From an optimization exercise on the open Yosys and OpenROAD flow, aimed at small area; shortcuts taken in it are not production practice. Where RTL was checked, it was by simulation tests only, not by an equivalence proof against the original.

==> run a <==
==> flow/design.v <==
module Topo
(
	CLOCK_50, KEY, SW,
	LEDR, LEDS,
	HEX0, HEX1, HEX2, HEX3, HEX4, HEX5
);
	input CLOCK_50;
	input wire [3:0] KEY;
	input wire [9:0] SW;
	output wire [3:0] LEDR;
	output wire [9:6] LEDS;
	output wire [6:0] HEX0;
	output wire [6:0] HEX1;
	output wire [6:0] HEX2;
	output wire [6:0] HEX3;
	output wire [6:0] HEX4;
	output wire [6:0] HEX5;
	localparam [2:0] S_INIT   = 3'd0,
	                 S_SETUP  = 3'd1,
	                 S_FPGA   = 3'd2,
	                 S_USER   = 3'd3,
	                 S_CHECK  = 3'd4,
	                 S_NEXT   = 3'd5,
	                 S_RESULT = 3'd6;
	reg [2:0] state;
	wire R1  = (state == S_INIT);
	wire R2  = (state == S_INIT) | (state == S_NEXT);
	wire E1  = (state == S_SETUP);
	wire E2  = (state == S_USER);
	wire E3  = (state == S_FPGA);
	wire E4  = (state == S_CHECK);
	wire SEL = (state == S_RESULT);
	reg [1:0] level;      
	reg [1:0] map;        
	reg [3:0] last;       
	always @(posedge CLOCK_50) begin
		if (R1)
			level <= 2'd0;
		else if (E1)
			level <= SW[9:8];
		if (E1) begin
			map  <= SW[7:6];
			last <= SW[5:2];
		end
	end
	reg [12:0] q;
	reg [3:0]  presc_hi;
	wire nR1 = ~R1;
	wire s_low0 = ~(q[0] | q[2] | q[4] | q[6] | q[8] | q[10]) &
	              (q[1] & q[3] & q[5] & q[7] & q[9] & q[11]);    
	wire s_wrap = s_low0 & ~q[12];                                 
	wire s_fb   = ~(q[12] ^ q[3] ^ q[2] ^ q[0] ^ s_low0);         
	always @(posedge CLOCK_50) begin
		q[0]  <= R1 | s_fb;
		q[1]  <= ~(nR1 & q[0]);
		q[2]  <= ~(R1 | q[1]);
		q[3]  <= ~(nR1 & q[2]);
		q[4]  <= ~(R1 | q[3]);
		q[5]  <= ~(nR1 & q[4]);
		q[6]  <= ~(R1 | q[5]);
		q[7]  <= ~(nR1 & q[6]);
		q[8]  <= ~(R1 | q[7]);
		q[9]  <= ~(nR1 & q[8]);
		q[10] <= ~(R1 | q[9]);
		q[11] <= ~(nR1 & q[10]);
		q[12] <= ~(R1 | q[11]);
		if (R1)
			presc_hi <= 4'd0;
		else
			presc_hi <= presc_hi + {3'd0, s_wrap};
	end
	wire [16:13] presc = presc_hi;
	reg clkz;
	always @(*) begin
		case (level)
			2'd0: clkz = presc[16];
			2'd1: clkz = presc[15];
			2'd2: clkz = presc[14];
			default: clkz = presc[13];
		endcase
	end
	reg r_clkz, r_clk1;
	always @(posedge CLOCK_50) begin
		r_clkz <= clkz;
		r_clk1 <= presc[14];
	end
	wire tick_z = clkz & ~r_clkz;
	wire tick_1 = presc[14] & ~r_clk1;
	reg [3:0] key_d1, key_d2;
	always @(posedge CLOCK_50) begin
		key_d1 <= KEY;
		key_d2 <= key_d1;
	end
	wire [3:0] btn = key_d1 & ~key_d2;
	wire press = E2 & (|btn);
	reg [3:0] total;
	reg [3:0] round;
	reg       win;
	always @(posedge CLOCK_50) begin
		if (R1) begin
			total <= 4'd0;
			win   <= 1'b0;
		end else if (E4) begin
			total <= total + 4'd1;
			if (total == last)
				win <= 1'b1;
		end
		round <= total;
	end
	reg [3:0] tempo;
	always @(posedge CLOCK_50) begin
		if (R2)
			tempo <= 4'd0;
		else if (E2 & tick_1)
			tempo <= tempo + 4'd1;
	end
	wire end_time = tempo[3] & tempo[0];
	reg [3:0] cnt;
	reg       tc;
	wire show = E3 & tick_z;
	always @(posedge CLOCK_50) begin
		if (R2 | (E3 & tc)) begin
			cnt <= 4'd0;
			tc  <= 1'b0;
		end else if (show | press) begin
			cnt <= cnt + 4'd1;
			tc  <= (cnt == round);
		end
	end
	localparam [127:0] SEQ_TAB = 128'h6c74e4ec634decd836c4b1c800000000;
	wire [1:0] seq = SEQ_TAB[{map, cnt, 1'b0} +: 2];
	wire [3:0] seq_oh = 4'd1 << seq;
	reg       led_v;
	reg [1:0] led_i;
	always @(posedge CLOCK_50) begin
		if (R2)
			led_v <= 1'b0;
		else if (show)
			led_v <= 1'b1;
		if (show)
			led_i <= seq;
	end
	assign LEDR = led_v ? (4'd1 << led_i) : 4'd0;
	reg       okA, okB;
	reg [1:0] prev;
	wire first = ~(|cnt) & ~tc;
	always @(posedge CLOCK_50) begin
		if (R2) begin
			okA <= 1'b1;
			okB <= 1'b1;
		end else if (press) begin
			okA <= okA & (btn == seq_oh);
			okB <= okB & (first | (btn == (4'd1 << prev)));
		end
		if (press)
			prev <= seq;
	end
	wire match = tc ? okA : (okB & (&round));
	always @(posedge CLOCK_50) begin
		if (SW[1])
			state <= S_INIT;
		else begin
			case (state)
				S_INIT:   state <= S_SETUP;
				S_SETUP:  if (SW[0]) state <= S_FPGA;
				S_FPGA:   if (tc) state <= S_USER;
				S_USER:   if (end_time) state <= S_RESULT;
				          else if (tc) state <= S_CHECK;
				S_CHECK:  state <= match ? S_NEXT : S_RESULT;
				S_NEXT:   state <= win ? S_RESULT : S_FPGA;
				default:  state <= state;
			endcase
		end
	end
	localparam [111:0] SEG_TAB = 112'h70c2131c020200f00894c0c4bcc0;
	wire [7:0] points = level * round;
	wire [3:0] time_shown = end_time ? 4'd0 : tempo;
	assign HEX5 = SEL ? (win ? 7'b1000_111 : 7'b1011_011) : 7'b0001_110;
	assign HEX4 = SEL ? (win ? 7'b1011_011 : 7'b1100_111) : SEG_TAB[7*level +: 7];
	assign HEX3 = SEL ? (win ? 7'b1001_111 : 7'b1111_011) : 7'b0001_111;
	assign HEX2 = SEL ? (win ? 7'b1011_011 : 7'b1100_111) : SEG_TAB[7*time_shown +: 7];
	wire [3:0] hex0_v = SEL ? points[3:0] : round;
	assign HEX1 = SEL ? SEG_TAB[7*points[7:4] +: 7] : 7'b1011_011;
	assign HEX0 = SEG_TAB[7*hex0_v +: 7];
	assign LEDS = ~KEY;
endmodule
==> flow/flow/run.sh <==
#!/bin/bash
# Standard layout, with the port buffers made of the smallest buffer cell.
set -euo pipefail
export BUFFER_PORTS_ARGS="-buffer_cell sky130_fd_sc_hd__buf_1"
bash standard.sh > standard_flow.log 2>&1
==> flow/standard.sh <==
#!/bin/bash
# synth_recipe.tcl (not shown) runs the flow's synth.tcl, then flattens the netlist and writes it again
# the make line also repeats each setting of config.mk as NAME=value (left out here)
make -C /OpenROAD-flow-scripts/flow DESIGN_CONFIG=/design/flow/config.mk WORK_HOME=/design/flow/orfs CLKGATE_MAP_FILE= SYNTH_SCRIPT=/design/flow/synth_recipe.tcl "${@:-finish}"
==> flow/config.mk <==
export PLATFORM = sky130hd
export DESIGN_NAME = Topo
export DESIGN_NICKNAME = Topo
export VERILOG_FILES = /design/flow/design.v
export SDC_FILE = /design/flow/constraint.sdc
export NUM_CORES = 4
export LEC_CHECK = 0
export ABC_AREA = 1
export CAP_MARGIN = 20
export CORE_MARGIN = 2
export CORE_UTILIZATION = 40
export CTS_BUF_LIST = sky130_fd_sc_hd__clkbuf_4
export PLACE_DENSITY = 0.6
export SLEW_MARGIN = 20
==> flow/constraint.sdc <==
create_clock -name core_clock -period 10.0 [get_ports {CLOCK_50}]
set_input_delay 2.0000 -clock core_clock [delete_from_list [all_inputs] [get_ports {CLOCK_50}]]
set_output_delay 2.0000 -clock core_clock [all_outputs]
set_load 0.01 [all_outputs]
==> inputs of run b, as changes to run a <==
--- a/flow/design.v
+++ b/flow/design.v
@@ -95,15 +95,14 @@
 	wire press = E2 & (|btn);
-	reg [3:0] total;
 	reg [3:0] round;
 	reg       win;
+	reg       was_init, was_check;
+	wire [3:0] total = was_init ? 4'd0 : (round + {3'd0, was_check});
 	always @(posedge CLOCK_50) begin
-		if (R1) begin
-			total <= 4'd0;
-			win   <= 1'b0;
-		end else if (E4) begin
-			total <= total + 4'd1;
-			if (total == last)
-				win <= 1'b1;
-		end
-		round <= total;
+		was_init  <= R1;
+		was_check <= E4;
+		round     <= total;
+		if (R1)
+			win <= 1'b0;
+		else if (E4 & (round == last))
+			win <= 1'b1;
 	end
@@ -176,3 +175,3 @@
 	wire [7:0] points = level * round;
-	wire [3:0] time_shown = end_time ? 4'd0 : tempo;
+	localparam [111:0] TIME_TAB = 112'h80020008002000f00894c0c4bcc0;
 	assign HEX5 = SEL ? (win ? 7'b1000_111 : 7'b1011_011) : 7'b0001_110;
@@ -180,3 +179,3 @@
 	assign HEX3 = SEL ? (win ? 7'b1001_111 : 7'b1111_011) : 7'b0001_111;
-	assign HEX2 = SEL ? (win ? 7'b1011_011 : 7'b1100_111) : SEG_TAB[7*time_shown +: 7];
+	assign HEX2 = SEL ? (win ? 7'b1011_011 : 7'b1100_111) : TIME_TAB[7*tempo +: 7];
 	wire [3:0] hex0_v = SEL ? points[3:0] : round;
==> flow/flow/run.sh (replaced) <==
#!/bin/bash
# Standard layout (standard.sh), with these changes:
#  - synthesis: adders are left to ABC as plain gates (no half/full-adder
#    cells), and ABC's one mapping call uses flow/abc_deep.script (deeper
#    area optimisation and area-oriented mapping). Everything else in the
#    synthesis is synth_recipe.tcl unchanged, so the registers are the same
#    as the standard synthesis's;
#  - the port buffers are the smallest buffer cell (buf_1);
#  - the buffers Yosys put on ports that share a net are removed before placement;
#  - the clock tree is built of clkbuf_4 cells, without dummy balancing loads;
#  - cells off the critical paths are downsized (power recovery).
set -euo pipefail
here=$(pwd)
{
  echo "proc abc {args} {"
  echo "  set i [lsearch \$args -script]"
  echo "  if {\$i >= 0} { lset args [expr {\$i + 1}] $here/flow/abc_deep.script }"
  echo "  yosys abc {*}\$args"
  echo "}"
  cat synth_recipe.tcl
} > synth_deep.tcl
sed "s#SYNTH_SCRIPT=[^ ]*#SYNTH_SCRIPT=$here/synth_deep.tcl#" standard.sh > standard_deep.sh
grep -q "SYNTH_SCRIPT=$here/synth_deep.tcl" standard_deep.sh
export ADDER_MAP_FILE=
export BUFFER_PORTS_ARGS="-buffer_cell sky130_fd_sc_hd__buf_1"
export REMOVE_ABC_BUFFERS=1
export CTS_ARGS="-sink_clustering_enable -repair_clock_nets -buf_list sky130_fd_sc_hd__clkbuf_4 -dont_use_dummy_load"
export RECOVER_POWER=100
bash standard_deep.sh > standard_flow.log 2>&1
==> flow/flow/abc_deep.script (new file) <==
strash
&get -n
&deepsyn -T 30
&put
dch
amap
mfs2
strash
dch
amap
topo
CORE_UTILIZATION = 65   (was 40)
CTS_BUF_LIST = not set   (was sky130_fd_sc_hd__clkbuf_4)
PLACE_DENSITY = 0.75   (was 0.6)
==> run notes <==
| metric | run a | run b |
|---|---|---|
| Count of placed standard cells in the final layout, fillers left out | 657 | 460 |
| Routed metal-1 wire length | 3549 um | 2681 um |
| Via count of the first global-routing pass | 2896 | 2418 |
| Initial core utilization | 0.4141 | 0.6820 |
| Final-layout clock buffer total | 12 | 9 |
| Multi-input gate share of total cell area | 0.4533 | 0.3800 |
| Worst-case clock skew | 12.69 ps | 31.47 ps |
| Area taken by multi-input logic gates | 1822 um^2 | 1145 um^2 |
| Synth unique cells | 43 | 34 |
| Status | timing/DRC/antenna clean | timing/DRC/antenna clean |
| Minimum clock period | 4864 ps | 6596 ps |
| Detailed Place HPWL | 5726 um | 4616 um |
| Via count | 3153 | 2554 |
| Buffer count excluding the clock tree in the final layout | 59 | 58 |
| Die extent in x | 99.01 um | 69.02 um |
| Final #Nets | 587 | 427 |
| Simple-Gate Fraction of Synth Area | 0.2495 | 0.2199 |
| Per-cell routed wire length | 11.26 um | 12.98 um |
| Yosys top cell area share | 0.2938 | 0.3716 |
No functional check of the RTL was part of run a.

-- static timing again, ports no longer ideal --
How much do the figures lean on ideal ports? The routed layouts below were timed once more, with nothing changed but the port constraints.
Step 1 sets driving cells, clkbuf_16 on the clock port and buf_2 on the other inputs (assumed; they add their load-dependent delay and slew).
Step 2 moves the port delays by t, midway between the first and last clock arrival at a register: inputs arrive t later, outputs are due t later. That takes back most of the time a late clock gives input paths.
Slacks: ideal / step 1 / step 2; pairs: ideal / step 1.
| run | t (ns) | slack for setup (ns) | hold WS [ns] | worst slew at a driven data input, ns |
|---|---|---|---|---|
| run a | 0.409 | 5.136 / 5.109 / 5.518 | 0.357 / 0.357 / 0.357 | 0.03 |
| run b | 0.403 | 3.404 / 3.378 / 3.781 | 0.348 / 0.348 / 0.348 | 0.03 |
After both steps setup and hold are still met in every run listed.
